From an optimization exercise on the open Yosys and OpenROAD flow, aimed at small area, a short achievable clock period and few clock cycles per item; shortcuts taken in it are not production practice. At most, simulation tests tie the RTL to the original design; equivalence was not proved. The flow treats the clock pin as an ideal source, which a real chip does not have. Power and IR drop assume default switching activity.

==> job 4233 <==
==> flow/design.v <==
`timescale          1ns/1ps
`default_nettype    none
module MS_DMAC_AHBL (
    input   wire    HCLK,
    input   wire    HRESETn,
    output  wire    IRQ,
    input wire          HSEL,
    input wire [31:0]   HADDR,
    input wire [1:0]    HTRANS,
    input wire          HWRITE,
    input wire          HREADY,
    input wire [31:0]   HWDATA,
    input wire [2:0]    HSIZE,
    output wire         HREADYOUT,
    output wire [31:0]  HRDATA,
    output wire [31:0]  M_HADDR,
    output wire [1:0]   M_HTRANS,
    output wire [2:0] 	M_HSIZE,
    output wire         M_HWRITE,
    output wire [31:0]  M_HWDATA,
    input wire          M_HREADY,
    input wire [31:0]   M_HRDATA
);
    reg         wr_en;
    reg         s_ctrl, s_saddr, s_daddr, s_size, s_trig;
    always @(posedge HCLK or negedge HRESETn)
        if (~HRESETn) wr_en <= 1'b0;
        else wr_en <= HREADY & HSEL & HTRANS[1] & HWRITE & (HADDR[7:5] == 3'b000);
    always @(posedge HCLK) begin
        s_ctrl  <= (HADDR[4:2] == 3'd0);
        s_saddr <= (HADDR[4:2] == 3'd2);
        s_daddr <= (HADDR[4:2] == 3'd3);
        s_size  <= (HADDR[4:2] == 3'd4);
        s_trig  <= (HADDR[4:2] == 3'd5);
    end
    wire        trig_wr = wr_en & s_trig;
    reg [31:0]  CTRL_REG;
    reg [31:0]  SADDR_REG;
    reg [31:0]  DADDR_REG;
    reg [15:0]  SIZE_REG;
    wire [31:0] ctrl_nx  = (wr_en & s_ctrl)  ? HWDATA : CTRL_REG;
    wire [31:0] saddr_nx = (wr_en & s_saddr) ? HWDATA : SADDR_REG;
    wire [31:0] daddr_nx = (wr_en & s_daddr) ? HWDATA : DADDR_REG;
    wire [15:0] size_nx  = (wr_en & s_size)  ? HWDATA[15:0] : SIZE_REG;
    always @(posedge HCLK or negedge HRESETn)
        if (~HRESETn) begin
            CTRL_REG  <= 32'h0;
            SADDR_REG <= 32'h0;
            DADDR_REG <= 32'h0;
            SIZE_REG  <= 16'h0;
        end else begin
            CTRL_REG  <= ctrl_nx;
            SADDR_REG <= saddr_nx;
            DADDR_REG <= daddr_nx;
            SIZE_REG  <= size_nx;
        end
    wire        EN        = CTRL_REG[0];
    wire [1:0]  SRC_TYPE  = CTRL_REG[17:16];
    wire [2:0]  SRC_AI    = CTRL_REG[20:18];
    wire [1:0]  DEST_TYPE = CTRL_REG[25:24];
    wire [2:0]  DEST_AI   = CTRL_REG[28:26];
    reg         busy;        
    reg         done;        
    reg         htrans_q;    
    reg         hwrite_q;    
    reg [1:0]   hsize_q;
    reg         htrans_o;    
    reg         hwrite_o;
    reg [2:0]   step_q;      
    reg [15:0]  cntr;        
    reg [31:0]  haddr_q;     
    reg [31:0]  nxaddr_q;    
    reg [31:0]  rdata;
    wire        issue     = htrans_q & M_HREADY;
    wire        last      = (cntr == SIZE_REG);
    wire        start     = trig_wr & HWDATA[0] & EN & (SIZE_REG != 16'h0);
    wire        finish    = busy & EN & ~htrans_q & M_HREADY;
    reg         htrans_nx, hwrite_nx;
    always @* begin
        htrans_nx = htrans_q;
        hwrite_nx = hwrite_q;
        if (start) begin
            htrans_nx = 1'b1;
            hwrite_nx = 1'b0;
        end else if (issue) begin
            if (~hwrite_q) begin
                hwrite_nx = 1'b1;
            end else if (last) begin
                htrans_nx = 1'b0;
            end else begin
                hwrite_nx = 1'b0;
            end
        end
    end
    always @(posedge HCLK or negedge HRESETn)
        if (~HRESETn) begin
            htrans_q <= 1'b0;
            hwrite_q <= 1'b1;
            htrans_o <= 1'b0;
            hwrite_o <= 1'b0;
        end else begin
            htrans_q <= htrans_nx;
            hwrite_q <= hwrite_nx;
            htrans_o <= htrans_nx;
            hwrite_o <= hwrite_nx & htrans_nx;
        end
    function [2:0] ai_step(input [2:0] ai);
        ai_step = (ai == 3'd4) ? 3'b100 :
                  (ai == 3'd2) ? 3'b010 :
                  (ai != 3'd0) ? 3'b001 : 3'b000;
    endfunction
    always @(posedge HCLK)
        if (~htrans_q | M_HREADY) begin
            hsize_q <= (htrans_q & ~hwrite_q) ? DEST_TYPE : SRC_TYPE;
            step_q  <= (htrans_q & ~hwrite_q) ? ai_step(DEST_AI) : ai_step(SRC_AI);
        end
    always @(posedge HCLK or negedge HRESETn)
        if (~HRESETn) cntr <= 16'h0;
        else if (issue & ~hwrite_q) cntr <= cntr + 16'h1;
        else if (issue & last) cntr <= 16'h0;
    wire [31:0] stepped = haddr_q + {29'h0, step_q};
    always @(posedge HCLK)
        if (~htrans_q) begin
            haddr_q  <= SADDR_REG;
            nxaddr_q <= DADDR_REG;
        end else if (M_HREADY) begin
            haddr_q  <= nxaddr_q;
            nxaddr_q <= stepped;
        end
    wire        half_from_word = (SRC_TYPE == 2'd2) & (DEST_TYPE == 2'd1);
    always @(posedge HCLK)
        if (htrans_q & hwrite_q) begin
            rdata[15:0]  <= M_HRDATA[15:0];
            rdata[31:16] <= half_from_word ? M_HRDATA[15:0] : M_HRDATA[31:16];
        end
    wire        busy_nx = trig_wr ? HWDATA[0] : (busy & ~finish);
    wire        done_nx = ~trig_wr & (done | finish);
    always @(posedge HCLK or negedge HRESETn)
        if (~HRESETn) begin
            busy <= 1'b0;
            done <= 1'b0;
        end else begin
            busy <= busy_nx;
            done <= done_nx;
        end
    reg [31:0]  hrdata_q;
    always @(posedge HCLK)
        case (HADDR[4:2])
            3'd0:    hrdata_q <= ctrl_nx;
            3'd1:    hrdata_q <= {31'h0, done_nx};
            3'd2:    hrdata_q <= saddr_nx;
            3'd3:    hrdata_q <= daddr_nx;
            3'd4:    hrdata_q <= {16'h0, size_nx};
            default: hrdata_q <= {31'h0, busy_nx};
        endcase
    assign IRQ       = done;
    assign HREADYOUT = 1'b1;
    assign HRDATA   = hrdata_q;
    assign M_HADDR  = haddr_q;
    assign M_HTRANS = {htrans_o, 1'b0};
    assign M_HWRITE = hwrite_o;
    assign M_HSIZE  = {1'b0, hsize_q};
    assign M_HWDATA = rdata;
endmodule
==> flow/flow/run.sh <==
#!/bin/bash
# The standard layout with two changes:
# - the port buffers are built from the smallest buffer (buf_1) instead of
#   the resizer's default pick; the resizer may still upsize them;
# - after CTS, the clock tree's root buffer is removed, so the clock port
#   drives the first level of the tree (2 clock buffers) directly; every
#   register still gets its clock through two levels of buffers.
# make's output goes to flow_make.log here.
set -euo pipefail
export BUFFER_PORTS_ARGS="-buffer_cell sky130_fd_sc_hd__buf_1"
export POST_CTS_TCL="$PWD/flow/post_cts.tcl"
bash standard.sh > flow_make.log 2>&1
==> flow/flow/post_cts.tcl <==
set block [ord::get_db_block]
foreach root [$block getInsts] {
  if {![string match "clkbuf_0_*" [$root getName]]} { continue }
  set in_net [[$root findITerm A] getNet]
  set out_net [[$root findITerm X] getNet]
  if {$in_net eq "NULL" || $out_net eq "NULL"} { continue }
  if {[llength [$in_net getBTerms]] != 1} { continue }
  set loads {}
  foreach it [$out_net getITerms] {
    if {[$it getInst] ne $root} { lappend loads $it }
  }
  if {[llength $loads] > 4 || [llength [$out_net getBTerms]] != 0} { continue }
  puts "post_cts: removing [$root getName], [llength $loads] loads move to [$in_net getName]"
  foreach it $loads {
    $it disconnect
    $it connect $in_net
  }
  [$root findITerm A] disconnect
  [$root findITerm X] disconnect
  odb::dbInst_destroy $root
  odb::dbNet_destroy $out_net
}
estimate_parasitics -placement
report_clock_latency
==> flow/standard.sh <==
#!/bin/bash
# synth_recipe.tcl (not shown) runs the flow's synth.tcl, then flattens the netlist and writes it again
# the make line also repeats each setting of config.mk as NAME=value (left out here)
make -C /OpenROAD-flow-scripts/flow DESIGN_CONFIG=/design/flow/config.mk WORK_HOME=/design/flow/orfs CLKGATE_MAP_FILE= SYNTH_SCRIPT=/design/flow/synth_recipe.tcl "${@:-finish}"
==> flow/config.mk <==
export PLATFORM = sky130hd
export DESIGN_NAME = MS_DMAC_AHBL
export DESIGN_NICKNAME = MS_DMAC_AHBL
export VERILOG_FILES = /design/flow/design.v
export SDC_FILE = /design/flow/constraint.sdc
export NUM_CORES = 4
export LEC_CHECK = 0
export ABC_CLOCK_PERIOD_IN_PS = 2500
export CAP_MARGIN = 20
export CORE_MARGIN = 2
export CORE_UTILIZATION = 40
export CTS_CLUSTER_DIAMETER = 80
export CTS_CLUSTER_SIZE = 20
export SETUP_SLACK_MARGIN = 4.7
export SLEW_MARGIN = 20
==> flow/constraint.sdc <==
create_clock -name core_clock -period 7.0 [get_ports {HCLK}]
set_input_delay 1.4000 -clock core_clock [delete_from_list [all_inputs] [get_ports {HCLK}]]
set_output_delay 1.4000 -clock core_clock [all_outputs]
set_load 0.01 [all_outputs]
==> inputs of job 5775, as changes to job 4233 <==
--- a/flow/design.v
+++ b/flow/design.v
@@ -117,6 +117,6 @@
     always @(posedge HCLK or negedge HRESETn)
         if (~HRESETn) cntr <= 16'h0;
-        else if (issue & ~hwrite_q) cntr <= cntr + 16'h1;
-        else if (issue & last) cntr <= 16'h0;
+        else if (~htrans_q) cntr <= 16'h0;
+        else if (M_HREADY & ~hwrite_q) cntr <= cntr + 16'h1;
     wire [31:0] stepped = haddr_q + {29'h0, step_q};
     always @(posedge HCLK)
--- a/flow/config.mk
+++ b/flow/config.mk
@@ -12,4 +12,4 @@
 export CTS_CLUSTER_DIAMETER = 80
 export CTS_CLUSTER_SIZE = 20
-export SETUP_SLACK_MARGIN = 4.7
+export SETUP_SLACK_MARGIN = 4.4
 export SLEW_MARGIN = 20
==> comparison table <==
item	job 5775	job 4233
Post-synth design cell area	11,900 um2	12,000 um2
Routed metal-1 wire length	14,100 um	14,900 um
Comb pwr share	11.0%	10.4%
Slowest library cell on the worst path	edfxtp_1	dfrtp_4
Unique cell type count in the Yosys netlist	57	61
Worst reg2reg setup slack	4470 ps	4660 ps
Placed standard-cell area	13,000 um2	13,100 um2
Share of final-layout standard cells stronger than drive strength 1	19.7%	34.8%
Sequential cell area share	51.6%	48.7%
Run status	no timing/DRC/antenna violations	no timing/DRC/antenna violations
Number of antenna violations at the first check in global routing	0	1
Post-detail-place hpwl	21,200 um	19,800 um
Area of the multi-input gates	4570 um2	4860 um2
Area share of the largest cell type after synthesis	27.9%	27.8%
Fraction of the mapped netlist area in simple logic gates	9.57%	10.4%
Final min period	2600 ps	2430 ps
Final period utilization	37.2%	34.7%
Initial Utilization	40.5%	40.5%
Area fraction in compound gates after synthesis	11.0%	6.33%
1st-iter DRT viols	651	582
Crit. Startpoint	haddr_q[1]$_DFFE_PP_	htrans_o$_DFF_PN0_
Critical register-to-register path startpoint	haddr_q[1]$_DFFE_PP_	haddr_q[2]$_DFFE_PP_
Number of fillers in the final layout	2,766	2,672
Clock network contribution to total cell area	3.45%	3.13%
Via count normalized by instance count	5.54	5.21
Worst reg2reg path endpoint	nxaddr_q[31]$_DFFE_PP_	nxaddr_q[21]$_DFFE_PP_
Testbench counts of job 4233, summed over its fixed seeds: cycles 18,508, items 5,221.
The RTL of job 5775 was laid out without a check of its function.

-- what the ideal ports hide --
In the flow no input, the clock included, has a driving cell. The finished layouts below were timed again as built, in two steps. Step 1 (the two cells are an assumption about what drives the block):
set clk [get_ports {HCLK}]
set_driving_cell -lib_cell sky130_fd_sc_hd__clkbuf_16 $clk
set_driving_cell -lib_cell sky130_fd_sc_hd__buf_2 [delete_from_list [all_inputs] $clk]
Step 2 moves the port delays by t, midway between the first and last clock arrival at a register: inputs arrive t later, outputs are due t later. That takes back most of the time a late clock gives input paths. Slacks: ideal ports / drivers / drivers and shift; pairs: ideal ports / drivers.
run | shift t [ns] | slack for setup (ns) | hold slack, ns | worst setup path at the end
job 4233 | 0.422 | 4.573 / 4.513 / 4.340 | 0.502 / 0.502 / 0.502 | input to register
job 5775 | 0.436 | 4.399 / 4.338 / 4.092 | 0.489 / 0.489 / 0.489 | input to register
After both steps setup and hold are still met in every run listed. The setup slack of job 5775, which loses most, moves by -0.061 ns with the drivers and by -0.307 ns with both steps.
